Background: an optimization exercise with open tools, aiming at small area and a short achievable clock period. Do not read the settings as production practice. In this exercise RTL edits were held to simulation tests only and were not proved equivalent to the original. Power is estimated from default activity; no workload was simulated.

==> flow/design.v <==
module alu(instr,clk,rst,alucon,result,zero,so1,so2);
input[31:0] instr;
input clk;
input rst;
output reg [3:0] alucon;
output zero;
output reg [31:0]so1;
output reg [31:0]so2;
output reg [31:0]result;
reg[31:0] memory [26:0];
integer i;
reg[31:0] s0;
reg[31:0] s1;
reg[31:0] s2;
reg[31:0] s3;
reg[31:0] s4;
reg[31:0] s5;
reg[31:0] s6;
reg[31:0] s7;
reg[31:0] rdata;
assign zero = (result == 32'b0);
always@(posedge clk)
  if(rst)
  begin
    s0=32'b0; s1=32'b0; s2=32'b0; s3=32'b0;
    s4=32'b0; s5=32'b0; s6=32'b0; s7=32'b0;
    alucon=4'b0; so1=32'b0; so2=32'b0; result=32'b0;
    for(i=0;i<27;i=i+1)
      memory[i] = (i<18) ? i+1 : 32'b0;
  end
  else
  begin
    if(instr[31:26]==6'b000000)
      begin
        if(instr[5:0]==6'b100000)alucon=4'b0010;
        else if(instr[5:0]==6'b100010)alucon=4'b0011;
        else if(instr[5:0]==6'b100100)alucon=4'b0000;
        else if(instr[5:0]==6'b100101)alucon=4'b0001;
        else if(instr[5:0]==6'b011000)alucon=4'b0100;
      end
    else if(instr[31:26]==6'b100011)
      begin
        alucon=4'b0010;
      end
    else if(instr[31:26]==6'b101011)
      begin
        alucon=4'b0010;
      end
    else if(instr[31:26]==6'b000100)
      begin
        alucon=4'b0011;
      end
    else if(instr[31:26]==6'b001000)
      begin
        alucon=4'b0010;
      end
  if(instr[31:26]==6'b000000|| instr[31:26]==6'b000100)
      begin
        case(instr[25:21])
          5'b10000:so1=s0;
          5'b10001:so1=s1;
          5'b10010:so1=s2;
          5'b10011:so1=s3;
          5'b10100:so1=s4;
          5'b10101:so1=s5;
          5'b10110:so1=s6;
          5'b10111:so1=s7;
        endcase
        case(instr[20:16])
          5'b10000:so2=s0;
          5'b10001:so2=s1;
          5'b10010:so2=s2;
          5'b10011:so2=s3;
          5'b10100:so2=s4;
          5'b10101:so2=s5;
          5'b10110:so2=s6;
          5'b10111:so2=s7;
        endcase
      end
    else if(instr[31:26]==6'b100011 || instr[31:26]==6'b101011 || instr[31:26]==6'b001000)
      begin
        case(instr[25:21])
          5'b10000:so1=s0;
          5'b10001:so1=s1;
          5'b10010:so1=s2;
          5'b10011:so1=s3;
          5'b10100:so1=s4;
          5'b10101:so1=s5;
          5'b10110:so1=s6;
          5'b10111:so1=s7;
        endcase
        so2 = instr[15:0];
      end
    case(alucon)
        4'b0000:  result = so1&so2;
        4'b0001:  result = so1|so2;
        4'b0010:result = so1+so2;
        4'b0011:
            begin
                  result = so1-so2;
            end
        4'b0100:result = so1*so2;
    endcase
    rdata = (result < 32'd27) ? memory[result[4:0]] : 32'b0;
      case(instr[31:26])
            6'b100011: 
                  begin
                  case(instr[20:16])
                        5'b10000:s0=rdata;
                        5'b10001:s1=rdata;
                        5'b10010:s2=rdata;
                        5'b10011:s3=rdata;
                        5'b10100:s4=rdata;
                        5'b10101:s5=rdata;
                        5'b10110:s6=rdata;
                        5'b10111:s7=rdata;
                  endcase
                  end
            6'b101011: 
                  if(result < 32'd27)
                  begin
                  case(instr[20:16])
                        5'b10000:memory[result[4:0]]=s0;
                        5'b10001:memory[result[4:0]]=s1;
                        5'b10010:memory[result[4:0]]=s2;
                        5'b10011:memory[result[4:0]]=s3;
                        5'b10100:memory[result[4:0]]=s4;
                        5'b10101:memory[result[4:0]]=s5;
                        5'b10110:memory[result[4:0]]=s6;
                        5'b10111:memory[result[4:0]]=s7;
                  endcase
                  end
            6'b000000:
                  case(instr[15:11])
                        5'b10000:s0=result;
                        5'b10001:s1=result;
                        5'b10010:s2=result;
                        5'b10011:s3=result;
                        5'b10100:s4=result;
                        5'b10101:s5=result;
                        5'b10110:s6=result;
                        5'b10111:s7=result;
                  endcase
            6'b001000:
                  case(instr[20:16])
                        5'b10000:s0=result;
                        5'b10001:s1=result;
                        5'b10010:s2=result;
                        5'b10011:s3=result;
                        5'b10100:s4=result;
                        5'b10101:s5=result;
                        5'b10110:s6=result;
                        5'b10111:s7=result;
                  endcase
      endcase
      end
endmodule
==> flow/run.sh <==
#!/bin/bash
# synth_recipe.tcl (not shown) runs the flow's synth.tcl, then flattens the netlist and writes it again
# the make line also repeats each setting of config.mk as NAME=value (left out here)
make -C /OpenROAD-flow-scripts/flow DESIGN_CONFIG=/design/flow/config.mk WORK_HOME=/design/flow/orfs CLKGATE_MAP_FILE= SYNTH_SCRIPT=/design/flow/synth_recipe.tcl finish
==> flow/config.mk <==
export PLATFORM = sky130hd
export DESIGN_NAME = alu
export DESIGN_NICKNAME = alu
export VERILOG_FILES = /design/flow/design.v
export SDC_FILE = /design/flow/constraint.sdc
export NUM_CORES = 4
export LEC_CHECK = 0
export CAP_MARGIN = 20
export CORE_MARGIN = 2
export CORE_UTILIZATION = 40
export PLACE_DENSITY = 0.6
export SLEW_MARGIN = 20
==> flow/constraint.sdc <==
create_clock -name core_clock -period 16.0 [get_ports {clk}]
set_input_delay 3.2000 -clock core_clock [delete_from_list [all_inputs] [get_ports {clk}]]
set_output_delay 3.2000 -clock core_clock [all_outputs]
set_load 0.01 [all_outputs]
==> results.txt <==
==> worst min-delay path, cell delays in order (launching register included) <==
cell	delay, ns
dfxtp_1	0.30
inv_1	0.06
a211oi_1	0.06
==> kinds of logic (layout without fill, tap and decap cells) <==
logic type               after synthesis  in the layout  share of synthesized area, %
AO/OA/AOI/OAI                       2242           2242                          20.6
XOR/XNOR                             120            120                          1.55
adder cells (fa/ha/maj)              564            564                          14.0
buffers and inverters               1210           1198                          6.38
flip-flops                          1220           1220                          33.9
multiplexers                         206            206                          2.88
other                                  0             10                             0
AND/OR/NAND/NOR                     2789           2789                          20.7
==> final timing paths <==
kind / end / slack [ns] / depth (start not counted)
min: memory[24][3] / 0.47 / 2
max reg2reg: memory[0][16] / 4.34 / 37
max: s7[19] / 0.82 / 39
min reg2reg: memory[24][3] / 0.47 / 2
==> through the flow <==
| step | instance area, um^2 | cells |
|---|---|---|
| finish | 81600 | 10700 |
| global route | 81500 | 10700 |
| CTS | 81500 | 10700 |
| detailed placement | 77000 | 10400 |
| global placement | 77000 | 10400 |
| floorplan | 72100 | 8351 |
==> power groups by stage <==
stage	clock network (uW)	logic (uW)	registers [uW]
2_1_floorplan	0	473	3150
3_3_place_gp	0	852	3170
3_5_place_dp	0	849	3170
4_1_cts	3230	853	3100
5_1_grt	3350	910	3100
6_report	3220	891	3100
==> cell type report <==
class | instances | area, um^2 | area share [%]
multi-input combinational | 5921 | 43600 | 53.4
sequential | 1220 | 24400 | 29.9
antenna | 10 | 25.0 | 0.0307
tap | 2355 | 2950 | 3.61
timing repair buffer | 488 | 4370 | 5.36
clock inverter | 32 | 493 | 0.604
inverter | 466 | 1750 | 2.14
clock buffer | 212 | 4000 | 4.91
==> per-layer routing <==
layer | vias up | routed length, um | GRT usage [%]
met1 | 33800 | 128000 | 44.9
met5 | - | 82 | 0
met4 | 12 | 24400 | 21.7
li1 | 29400 | - | -
met3 | 968 | 36500 | 8.02
met2 | 4271 | 138000 | 51.2
==> flip-flops by register name, indices dropped and copies added, names as in the netlist <==
signal,flops
s1,32
alucon,4
s2,32
s4,32
s3,32
result,32
s0,32
s6,32
so1,32
memory,864
s7,32
so2,32
s5,32
==> layout by cell type (no fill, tap or decap), drive strengths merged, types with 87 or more instances in the layout <==
cell type,synthesis,routed
dfxtp,1220,1220
nor2,935,935
o21ai,788,788
nand3b,684,684
inv,459,468
nand2,412,412
fa,409,409
buf,84,356
a22oi,308,308
a211oi,286,286
a21oi,256,256
clkbuf,660,212
mux2i,196,196
ha,155,155
nand2b,154,154
clkdlybuf4s50,0,132
nand3,107,107
nand4,105,105
nor3,101,101
xnor2,90,90
a221oi,87,87
==> impl_metrics.toml <==
[worst_setup_path]
arrival_ns = 15.87
critPathMaxFanout = 10
r2r_start = "s3[3]"
crit_buf_inv = 9
critPathRequiredTime_ns = 16.69
slowest_stage = "nor2_1"
startpoint = "instr[23]"
cp-end-kind = "flop"
path_class = "in -> reg"
path_common_cell = "fa_1"
max_stage_delay_ns = 0.84
critPathTopFamily = "simple AND/OR/NAND/NOR gates"
setup.worst_path.start_class = "input port"

[sta]
fin_ws_ns = 0.816
finalSetupTns_ns = 0
holdWs_ns = 0.465
period_share_pct = 94.9
grt_setup_unrepaired = "false"
slew_headroom_pct = 16.7
max_freq_mhz = 65.9
hold_viol_final = 0
fin_skew_ns = 0.0348
tightest_slew_ns = 1.25
setup_violations = 0
period_minus_slack_ns = 15.18
slew_viol_final = 0

[logic_synthesis]
yosysTopAreaCellShare_pct = 33.9
yosys.area.top_type = "dfxtp_1"
netlist_area_um2 = 72100
syn_nets = 8949
yosysMostFrequentCell = "dfxtp_1"
synth_edf_count = 0
yosysWarningCount = 2
synthCells = 8351
synth_common_cells = "dfxtp_1 (1220), nor2_1 (935), o21ai_0 (779)"
yosysUniqueCellTypes = 97
ys_dominant_reg_cell = "dfxtp_1"
ys_ff_latch = 1220
async_flop_share_pct = 0
seq_area_frac_synth_pct = 33.9
avgSynthCellArea_um2 = 8.63
synth_area_leaders = "dfxtp_1 (34%), fa_1 (11%), nand3b_1 (7.1%)"

[grt]
grt_max_degree = 294
grt_pass1_vias = 64600
antenna_found_initial = 14
grt.overflow.total = 0
track_usage_pct = 34.4
grt_pass1_wl_um = 467000

[floorplanning]
core_area_um2 = 179000
dieArea_um2 = 184000
die_w_um = 429
die-height_um = 429
start_util_pct = 40.3
io_pins = 135
rows = 155

[routing]
routed_wl_um = 327000
first_pass_iters = 10
wl_per_cell_um = 30.5
vias = 68400
postRouteAntennaNets = 0
drc = 0
via_per_inst = 6.39
first_iter_violations = 9387

[clock_tree]
clock_path_buffers = 3
cts_max_level = 4
cts_setup_buffers = 0
cts_tree = "done"
cts.clk_slew.worst_paths_ns = 0.06
cts_num_sinks = 1220
clk_latency_ns = 0.82
numCtsBuffers = 137
clockRootBuffer = "clkbuf_16"
cts_resized = 0
holdBufCountCts = 0

[power_and_ir_drop]
swShare_pct = 28.9
max-vdd-ir-drop_mv = 0.101
p_seq_share_pct = 43.0
pwr-share-clk_pct = 44.6
intPower_uw = 5120
p_sw_uw = 2090
pwr_density_cell_nw_per_um2 = 88.4
finalPower_uw = 7210
p_leak_uw = 0.0298
power_frac_comb_pct = 12.4

[placement]
port_buffers = 134
finalWeightedCongestion = 1.03
hpwl_um = 224000
dp_worst_setup_slack_ns = 0.395

[cells_and_area]
fill_cells = 17400
areaGrowthSynthToFinish_pct = 13.2
drive_gt1_share_pct = 8.44
layout.nets = 8832
fin_util_pct = 45.6

[status]
outcome = "timing/DRC/antenna clean"

[worst_hold_path]
hp-start = "memory[24][3]"
hold_class = "reg -> reg"

[job]
maxCapViolations = 0

port drivers added, routing unchanged:
How much do the figures lean on ideal ports? The routed layout below was timed once more, with nothing changed but the port constraints. Step 1: set_driving_cell puts a clkbuf_16 on clk and a buf_2 on each other input, an assumption about the parent block. Step 2 moves the port delays by t, midway between the first and last clock arrival at a register: inputs arrive t later, outputs are due t later. That takes back most of the time a late clock gives input paths. Three values: ideal ports, drivers, drivers and shift; two values: the first two.
t (ns): 0.879
slack for setup (ns): 0.816 / 0.847 / -0.031
hold slack, ns: 0.465 / 0.465 / 0.465
slew at the worst register clock pin (ns): 0.08 / 0.08
With both steps, setup timing fails in this run, where it was met with ideal ports. For this run, drivers alone change the setup slack by +0.031 ns; drivers and shift together by -0.847 ns.
